From an optimization exercise on the open Yosys and OpenROAD flow, aimed at small area; shortcuts taken in it are not production practice. Function was checked by simulation only, so behaviour that the tests miss may differ from the original. Power is estimated from default activity; no workload was simulated.

==> flow/design.v <==
`timescale 1ns / 1ps
module alu_decoder (
    input            opb5,
    input [2:0]      funct3,
    input            funct7b5,
    input [1:0]      ALUOp,
    output reg [3:0] ALUControl
);
always @(*) begin
    case (ALUOp)
        2'b00: ALUControl = 4'b0000;              
        2'b01: ALUControl = 4'b0001;              
        default:
            case (funct3)  
                3'b000: begin
                    if   (funct7b5 & opb5) ALUControl = 4'b0001;  
                    else ALUControl = 4'b0000;  
                end
                3'b001:  ALUControl = 4'b0100;  
                3'b010:  ALUControl = 4'b0101;  
                3'b011:  ALUControl = 4'b0101;  
                3'b100:  ALUControl = 4'b0110;  
                3'b101: begin
                    if (funct7b5) ALUControl = 4'b0111;  
                    else ALUControl = 4'b1000;           
                end
                3'b110:  ALUControl = 4'b0011;  
                3'b111:  ALUControl = 4'b0010;  
                default: ALUControl = 4'b0000;  
            endcase
    endcase
end
endmodule
module main_decoder (
    input  [6:0] op,
    input  [2:0] funct3,
    output [1:0] ResultSrc,
    output       MemWrite, Branch,
    input        ALUR31,
    output       ALUSrc,
    output       RegWrite,
    input        Zero,
    output       Jump, Jalr,
    output reg   Take_Branch,
    output [1:0] ImmSrc,
    output [1:0] ALUOp, Store,
    output [2:0] Load
);
reg [16:0] controls;
always @(*) begin
    case (op)
        7'b0000011: begin
                        case (funct3)
                        3'b000: controls = 17'b1_00_1_0_01_0_00_0_00_000_0;  
                        3'b001: controls = 17'b1_00_1_0_01_0_00_0_00_001_0;  
                        3'b010: controls = 17'b1_00_1_0_01_0_00_0_00_010_0;  
                        3'b100: controls = 17'b1_00_1_0_01_0_00_0_00_011_0;  
                        3'b101: controls = 17'b1_00_1_0_01_0_00_0_00_100_0;  
                        default: controls = 17'b0;
                        endcase
                    end
        7'b0100011: begin
                        case (funct3)
                        3'b000: controls = 17'b0_01_1_1_00_0_00_0_00_000_0;  
                        3'b001: controls = 17'b0_01_1_1_00_0_00_0_01_000_0;  
                        3'b010: controls = 17'b0_01_1_1_00_0_00_0_10_000_0;  
                        default: controls = 17'b0;
                        endcase
                    end
        7'b0110011: controls = 17'b1_00_0_0_00_0_10_0_00_010_0;  
        7'b1100011: controls = 17'b0_10_0_0_00_1_01_0_00_010_0;  
        7'b0010011: controls = 17'b1_00_1_0_00_0_10_0_00_010_0;  
        7'b1100111: controls = 17'b1_00_1_0_10_0_00_0_00_010_1;  
        7'b1101111: controls = 17'b1_11_0_0_10_0_00_1_00_010_0;  
        7'b0010111: controls = 17'b1_00_0_0_11_0_00_0_00_010_0;  
        7'b0110111: controls = 17'b1_00_0_0_11_0_00_0_00_010_0;  
        default:    controls = 17'b0;  
    endcase
    Take_Branch = 0;
    if (Branch) begin
        case (funct3)
            3'b000:  Take_Branch = Zero;
            3'b001:  Take_Branch = ~Zero;
            3'b100:  Take_Branch = ALUR31;
            3'b101:  Take_Branch = !ALUR31;
            default: Take_Branch = 0;
        endcase
    end
end
assign {RegWrite, ImmSrc, ALUSrc, MemWrite, ResultSrc, Branch, ALUOp, Jump, Store, Load, Jalr} = controls;
endmodule
module controller (
    input [6:0]  op,
    input [2:0]  funct3,
    input        funct7b5,
    input        Zero, ALUR31,
    output [1:0] ResultSrc,
    output       MemWrite,
    output       PCSrc, Jalr, ALUSrc,
    output       RegWrite, Op5,
    output [1:0] ImmSrc, Store,
    output [2:0] Load,
    output [3:0] ALUControl
);
wire [1:0] ALUOp;
wire       Branch, Jump, Take_Branch;
main_decoder    md (op, funct3, ResultSrc, MemWrite, Branch, ALUR31,
                    ALUSrc, RegWrite, Zero, Jump, Jalr, Take_Branch,
                    ImmSrc, ALUOp, Store, Load);
alu_decoder     ad (op[5], funct3, funct7b5, ALUOp, ALUControl);
assign PCSrc = (Branch & Take_Branch) | Jump;
assign Op5 = op[5];
endmodule
`timescale 1ns / 1ps
module store_extend (
    input   [31:0] y,
    input   [1:0] sel,
    output reg [31:0] data
);
always @(*) begin
    case(sel)
        2'b00: data = y;
        2'b01: data = {24'b0, y[7:0]};
        2'b10: data = {16'b0, y[15:0]};
        default: data = y;
    endcase
end
endmodule
module reg_file #(parameter DATA_WIDTH = 32) (
    input       clk,
    input       wr_en,
    input       [4:0] rd_addr1, rd_addr2, wr_addr,
    input       [DATA_WIDTH-1:0] wr_data,
    output      [DATA_WIDTH-1:0] rd_data1, rd_data2
);
reg [DATA_WIDTH-1:0] reg_file_arr [0:31];
always @(posedge clk) begin
    if (wr_en) reg_file_arr[wr_addr] <= wr_data;
end
assign rd_data1 = ( rd_addr1 != 0 ) ? reg_file_arr[rd_addr1] : 0;
assign rd_data2 = ( rd_addr2 != 0 ) ? reg_file_arr[rd_addr2] : 0;
endmodule
module mux4 #(parameter WIDTH = 8) (
    input       [WIDTH-1:0] d0, d1, d2, d3,
    input       [1:0] sel,
    output      [WIDTH-1:0] y
);
assign y = sel[1] ? (sel[0] ? d3 : d2) : (sel[0] ? d1 : d0);
endmodule
module reset_ff #(parameter WIDTH = 8) (
    input       clk, rst,
    input       [WIDTH-1:0] d,
    output reg  [WIDTH-1:0] q
);
always @(posedge clk or posedge rst) begin
    if (rst) q <= 0;
    else     q <= d;
end
endmodule
module mux2 #(parameter WIDTH = 8) (
    input       [WIDTH-1:0] d0, d1,
    input       sel,
    output      [WIDTH-1:0] y
);
assign y = sel ? d1 : d0;
endmodule
module load_extend (
    input [31:0] y,
    input [ 2:0] sel,
    output reg [31:0] data
);
always @(*) begin
    case (sel)
    3'b000: data = {{24{y[7]}}, y[7:0]};
    3'b001: data = {{16{y[15]}}, y[15:0]};
    3'b010: data = y;
    3'b011: data = {24'b0, y[7:0]};
    3'b100: data = {16'b0, y[15:0]};
    default: data = y;
    endcase
end
endmodule
module imm_extend (
    input  [31:7]     instr,
    input  [ 1:0]     immsrc,
    output reg [31:0] immext
);
always @(*) begin
    case(immsrc)
        2'b00:   immext = {{20{instr[31]}}, instr[31:20]};
        2'b01:   immext = {{20{instr[31]}}, instr[31:25], instr[11:7]};
        2'b10:   immext = {{20{instr[31]}}, instr[7], instr[30:25], instr[11:8], 1'b0};
        2'b11:   immext = {{12{instr[31]}}, instr[19:12], instr[20], instr[30:21], 1'b0};
        default: immext = 32'bx;  
    endcase
end
endmodule
module adder #(parameter WIDTH = 32) (
    input       [WIDTH-1:0] a, b,
    output      [WIDTH-1:0] sum
);
assign sum = a + b;
endmodule
module alu #(parameter WIDTH = 32) (
    input       [WIDTH-1:0] a, b,        
    input       [3:0] alu_ctrl,          
    output reg  [WIDTH-1:0] alu_out,     
    output      zero                     
);
always @(a, b, alu_ctrl) begin
    case (alu_ctrl)
        4'b0000: alu_out <= a + b;        
        4'b0001: alu_out <= a + ~b + 1;   
        4'b0010: alu_out <= a & b;        
        4'b0011: alu_out <= a | b;        
        4'b0100: alu_out <= a << b[4:0];  
        4'b0101: begin                    
                    if (a[31] != b[31]) alu_out <= a[31] ? 0 : 1;
                    else alu_out <= a < b ? 1 : 0;
                end
        4'b0110: alu_out <= a ^ b;          
        4'b0111: alu_out <= a >> b[4:0];    
        4'b1000: alu_out <= a >>> b[4:0];   
        default: alu_out = 0;
    endcase
end
assign zero = (alu_out == 0) ? 1'b1 : 1'b0;
endmodule
module datapath (
    input         clk, reset,
    input   [1:0] ResultSrc,
    input         PCSrc, Jalr, ALUSrc,
    input         RegWrite, Op5,
    input   [1:0] ImmSrc, Store,
    input   [2:0] Load,
    input   [3:0] ALUControl,
    output        Zero, ALUR31,
    output [31:0] PC,
    input  [31:0] Instr,
    output [31:0] Mem_WrAddr, Mem_WrData,
    input  [31:0] ReadData
);
wire [31:0] PCNext, PCNextJalr, PCPlus4, PCTarget;
wire [31:0] ImmExt, SrcA, SrcB, Result, WriteData, ALUResult;
wire [31:0] ReadDataMem, AUIPc, URd;
reset_ff #(32)  pcreg (clk, reset, PCNextJalr, PC);
adder           pcadd4 (PC, 32'd4, PCPlus4);
adder           pcaddbranch (PC, ImmExt, PCTarget);
mux2 #(32)      pcjalrmux(PCNext, ALUResult, Jalr, PCNextJalr);
mux2 #(32)      pcmux (PCPlus4, PCTarget, PCSrc, PCNext);
reg_file       rf (clk, RegWrite, Instr[19:15], Instr[24:20], Instr[11:7], Result, SrcA, WriteData);
imm_extend    ext (Instr[31:7], ImmSrc, ImmExt);
mux2 #(32)     srcbmux (WriteData, ImmExt, ALUSrc, SrcB);
alu            alu (SrcA, SrcB, ALUControl, ALUResult, Zero);
load_extend     ldextd (ReadData, Load, ReadDataMem);
adder       auipcadd  (PC, {Instr[31:12], 12'b0}, AUIPc);
mux2 #(32)  luipcmux  (AUIPc, {Instr[31:12], 12'b0}, Op5, URd);
mux4 #(32)  resultmux (ALUResult, ReadDataMem, PCPlus4, URd, ResultSrc, Result);
store_extend strextd (WriteData, Store, Mem_WrData);
assign Mem_WrAddr = ALUResult;
assign ALUR31 = ALUResult[31];
endmodule
`timescale 1ns / 1ps
module risc_cpu (
    input         clk, reset,
    output [31:0] PC,
    input  [31:0] Instr,
    output        MemWrite,
    output [31:0] Mem_WrAddr, Mem_WrData,
    input  [31:0] ReadData
);
wire       ALUSrc, RegWrite, Zero, ALUR31;
wire       PCSrc, Jalr, Jump, Op5;
wire [1:0] ResultSrc, ImmSrc, Store;
wire [3:0] ALUControl;
wire [2:0] Load;
controller  c  (Instr[6:0], Instr[14:12], Instr[30], Zero, ALUR31,
                ResultSrc, MemWrite, PCSrc, Jalr, ALUSrc, RegWrite,
                Op5, ImmSrc, Store, Load, ALUControl);
datapath    dp (clk, reset, ResultSrc, PCSrc, Jalr, ALUSrc, RegWrite,
                Op5, ImmSrc, Store, Load, ALUControl, Zero, ALUR31, PC,
                Instr, Mem_WrAddr, Mem_WrData, ReadData);
endmodule
==> flow/run.sh <==
#!/bin/bash
# synth_recipe.tcl (not shown) runs the flow's synth.tcl, then flattens the netlist and writes it again
# the make line also repeats each setting of config.mk as NAME=value (left out here)
make -C /OpenROAD-flow-scripts/flow DESIGN_CONFIG=/design/flow/config.mk WORK_HOME=/design/flow/orfs CLKGATE_MAP_FILE= SYNTH_SCRIPT=/design/flow/synth_recipe.tcl finish
==> flow/config.mk <==
export PLATFORM = sky130hd
export DESIGN_NAME = risc_cpu
export DESIGN_NICKNAME = risc_cpu
export VERILOG_FILES = /design/flow/design.v
export SDC_FILE = /design/flow/constraint.sdc
export NUM_CORES = 4
export LEC_CHECK = 0
export CAP_MARGIN = 20
export CORE_MARGIN = 2
export CORE_UTILIZATION = 40
export SLEW_MARGIN = 20
==> flow/constraint.sdc <==
create_clock -name core_clock -period 20.0 [get_ports {clk}]
set_input_delay 4.0000 -clock core_clock [delete_from_list [all_inputs] [get_ports {clk}]]
set_output_delay 4.0000 -clock core_clock [all_outputs]
set_load 0.01 [all_outputs]
==> results.txt <==
==> worst reg2reg max path: stages, from the launching register on <==
cell       delay, ns
edfxtp_1        0.40
mux4_1          0.49
mux2_2          0.28
and3_4          0.19
o31a_1          0.28
buf_4           0.22
nor2_8          0.47
inv_4           0.31
ha_1            0.32
nand2b_1        0.18
a2111oi_0       0.79
o31a_1          0.21
o21ai_0         0.13
a31o_2          0.29
o31ai_1         0.09
o311ai_0        0.19
nor3_1          0.71
o2111ai_1       0.68
nor4_1          0.62
nand4_1         0.14
nor4_1          0.54
a31oi_1         0.21
or3_1           0.65
buf_4           0.31
nor2_8          0.36
a221oi_2        0.14
==> synth_stat cells (17+ instances only) <==
| cell | number | area (um^2) |
|---|---|---|
| o221ai_1 | 27 | 236 |
| nand2_1 | 293 | 1100 |
| ha_1 | 153 | 1910 |
| mux2i_1 | 198 | 1980 |
| or3_1 | 35 | 219 |
| o21ai_0 | 146 | 731 |
| o22ai_1 | 39 | 244 |
| buf_4 | 21 | 158 |
| a221oi_1 | 59 | 517 |
| nor3_1 | 121 | 606 |
| o2111ai_1 | 21 | 184 |
| a211oi_1 | 95 | 713 |
| a21o_1 | 29 | 218 |
| a21oi_1 | 260 | 1300 |
| nand2b_1 | 20 | 125 |
| a22oi_1 | 48 | 360 |
| xnor2_1 | 46 | 403 |
| dfrtp_1 | 32 | 801 |
| inv_1 | 151 | 567 |
| xor2_1 | 35 | 307 |
| and2_1 | 27 | 169 |
| nor4_1 | 21 | 131 |
| a31oi_1 | 24 | 150 |
| clkbuf_1 | 164 | 616 |
| nor2b_1 | 30 | 188 |
| buf_6 | 22 | 248 |
| o211ai_1 | 40 | 300 |
| nand3_1 | 96 | 480 |
| a211o_1 | 17 | 149 |
| buf_1 | 43 | 161 |
| and3_1 | 24 | 150 |
| buf_2 | 71 | 355 |
| edfxtp_1 | 1024 | 30700 |
| mux4_2 | 510 | 11500 |
| nor2_1 | 297 | 1110 |
| mux2_2 | 91 | 1020 |
==> state kept, by name, summed over array words and instances (netlist names) <==
| name | count |
|---|---|
| dp.rf.reg_file_arr | 1024 |
| dp.pcreg.q | 32 |
==> final timing paths <==
check                                  to  depth (start not counted)                      start  slack (ns)
max                        Mem_WrAddr[31]                         22                   Instr[3]        3.11
min                         dp.pcreg.q[0]                          2              dp.pcreg.q[0]        0.64
max reg2reg                dp.pcreg.q[19]                         25  dp.rf.reg_file_arr[20][0]       10.65
min reg2reg                 dp.pcreg.q[0]                          2              dp.pcreg.q[0]        0.64
max in group asynchronous  dp.pcreg.q[16]                          3                      reset       15.98
min in group asynchronous  dp.pcreg.q[10]                          3                      reset        3.68
==> layout make-up <==
type	count	area (um^2)
multi-input cells	3113	30000
inverters	158	596
fillers	13828	85400
well taps	2058	2570
clock buffers	122	2780
repair buffers	336	2950
flip-flops and latches	1056	31600
clock inverters	71	682
diodes	4	10.0
==> kinds of logic (layout without fill, tap and decap cells) <==
group / after synthesis / after routing
buffers and inverters: 484 / 687
adder cells (fa/ha/maj): 157 / 157
XOR/XNOR: 81 / 81
other: 0 / 4
multiplexers: 804 / 804
AND/OR/NAND/NOR: 1054 / 1054
AO/OA/AOI/OAI: 1017 / 1017
flip-flops: 1056 / 1056
==> power breakdown <==
group          leakage, nW  total (mW)  switching [mW]  internal [mW]
sequential            9.54        2.85          0.0890           2.77
combinational         12.7        2.41            1.60          0.804
clock                 1.68        2.01           0.893           1.11
==> metal layers <==
layer  track usage [%]  part of all wire [%]  vias up  wire [um]
met5                 0                 0.028        -         71
met4              14.4                   5.5       10      14100
met3              5.82                   9.9      637      25200
met2              49.6                    47     2968     118000
met1              40.8                    38    24154      96500
li1                  -                     -    19052          -
==> placed cells by master, fill, tap and decap left out, types with 48 or more instances in the layout <==
cell type / count
a211oi_1: 86
nand3_1: 96
mux4_2: 510
buf_4: 176
nor3_1: 115
clkdlybuf4s50_1: 151
mux2_2: 91
a221oi_1: 57
clkbuf_16: 109
edfxtp_1: 1024
ha_1: 153
a22oi_1: 48
nor2_1: 261
o21ai_0: 144
a21oi_1: 253
mux2i_1: 198
nand2_1: 292
inv_1: 151
==> stage by stage <==
| stage | hold WS (ns) | instances |
|---|---|---|
| after floorplan | 0.606 | 4653 |
| after global placement | 0.594 | 6721 |
| after detailed placement | 0.616 | 6721 |
| after CTS | 0.631 | 6914 |
| after global routing | 0.674 | 6914 |
| final | 0.637 | 6918 |
==> flow_summary_export.csv <==
group,metric,value,unit
critical_path,crit_chain,"clkdlybuf4s50_1 > buf_4 > inv_1 > nand4_1 > o211a_1 > o31a_1 > buf_4 > nor2_8 > inv_4 > ha_1 > nand2b_1 > a2111oi_0 > or3_1 > a211oi_1 > o41ai_1 > a221oi_1 > a211o_1 > a211oi_1 > or3_1 > a21oi_1 > or4_1 > clkdlybuf4s50_1",
cts,clock_latency,0.75,ns
final_layout,fin_area,0.0712,mm^2
sta,period_needed,16.89,ns
final_layout,fin_nets,4995,
detailed_routing,wl,254000,um
global_routing,grt_overflow_total,0,
logic_synthesis,synth-seq-area-share,50.0,%
global_routing,gr-usage-all-layers,30.9,%
logic_synthesis,synth-compound-area-share,11.2,%
critical_path,slowest_delay,0.85,ns
floorplan,num_rows,145,
sta,worst_pin_slew,1.15,ns
logic_synthesis,synthMuxAreaShare,23.1,%
power,leakage,23.9,nW
critical_path,start_kind,"primary input",
detailed_routing,dr.pass1.iters,8,
placed_design,gp_congestion,1.00,
placed_design,portBuffers,162,
critical_path,worst_ep_arrival_time,12.89,ns
floorplan,pin_count,163,
power,pwr_density_cell,102,mW/mm^2
logic_synthesis,synth_seq_cells,1056,
cts,cts_root_buf,"clkbuf_16",
final_layout,syn_to_final_growth,12.7,%
detailed_routing,drt-vias-per-instance,6.77,
logic_synthesis,synth_top_family_by_area,"multiplexers",
logic_synthesis,synth_xor_area_share,1.12,%
logic_synthesis,synth-async-reset-ratio,3.03,%
detailed_routing,drc,0,
sta,relSlewSlack,22.6,%
critical_path,cp_data_required_time,16.00,ns
global_routing,grt_max_degree,85,
sta,rsz0062_at_grt,"no",
floorplan,die-width,401,um
cts,tritoncts,"built",
min_path,hold_path.class,"register to register",
cts,clockBufferDepth,3,
placed_design,place_ws,3.42,ns
global_routing,grt_antenna_before_repair,9,
final_layout,utilization,45.5,%
cts,cts_hold_buf,0,
sta,tns,0,ns
power,ir_drop,0.0000820,V
critical_path,path_max_fanout,39,
logic_synthesis,yosysWarningCount,8,
sta,finalSetupViolCount,0,
placed_design,dpl.hpwl,167000,um
flow_run,maxCapViolations,0,
cts,cts_resized,0,
power,p_total,7.27,mW
global_routing,grt_pass1_vias,45681,
detailed_routing,drt-wirelength-per-cell,36.7,um
sta,setup_slack,3.11,ns
floorplan,start_util,40.3,%
cts,cts_buffers,107,
floorplan,coreArea,0.157,mm^2
logic_synthesis,postSynthAreaPerCell,13.6,um^2
outcome,status,"finished clean",
logic_synthesis,ys.flop_type,"edfxtp_1",
sta,max_freq,59.2,MHz
sta,slew_viol_final,0,
floorplan,fp.dieH,401,um
logic_synthesis,netlist-cell-type-count,102,
logic_synthesis,syn_inst,4653,
cts,postCtsSetupBuffers,0,
cts,h-tree-depth,3,
sta,clock_skew,0.0511,ns
critical_path,crit_type,"primary input to primary output",
logic_synthesis,synth_edf_count,1024,
placed_design,placed_area,0.0677,mm^2
sta,finalCritPeriodShare,84.5,%
detailed_routing,dr_total_vias,46821,
sta,hold_viol_final,0,
logic_synthesis,syn-num-nets,4876,
detailed_routing,drtIter0Drc,6575,
critical_path,cp_slowest_cell,"or4_1",
critical_path,cp_top_family,"compound AO/OA/AOI/OAI gates",
critical_path,endpoint_kind,"primary output",
logic_synthesis,synthSimpleGateAreaFrac,7.96,%
logic_synthesis,synthAdderAreaFrac,3.16,%
logic_synthesis,synth.cell_area,0.0632,mm^2
cts,cts.sinks,1056,
final_layout,drive_gt1_share,22.9,%
detailed_routing,final_antenna_net_count,0,
critical_path,worst-path-buf-inv,6,
global_routing,grt_pass1_wl,354000,um
cts,path_clk_slew,0.07,ns
floorplan,die-area,0.161,mm^2

re-timing with driven ports:
In the flow no input, the clock included, has a driving cell. The finished layout below was timed again as built, in two steps. Step 1 (the two cells are an assumption about what drives the block):
set clk [get_ports {clk}]
set_driving_cell -lib_cell sky130_fd_sc_hd__clkbuf_16 $clk
set_driving_cell -lib_cell sky130_fd_sc_hd__buf_2 [delete_from_list [all_inputs] $clk]
Step 2 moves the port delays by t, midway between the first and last clock arrival at a register: inputs arrive t later, outputs are due t later. That takes back most of the time a late clock gives input paths. Slacks: ideal ports / drivers / drivers and shift; pairs: ideal ports / drivers.
t (ns): 0.806
slack for setup (ns): 3.105 / 3.074 / 3.074
worst setup path after step 2: input to output
latest minus earliest clock arrival (ns): 0.052 / 0.051
worst data-port slew with drivers (ns): 0.08
After both steps setup and hold are still met in this run. The setup slack of this run moves by -0.031 ns with the drivers and by -0.031 ns with both steps.
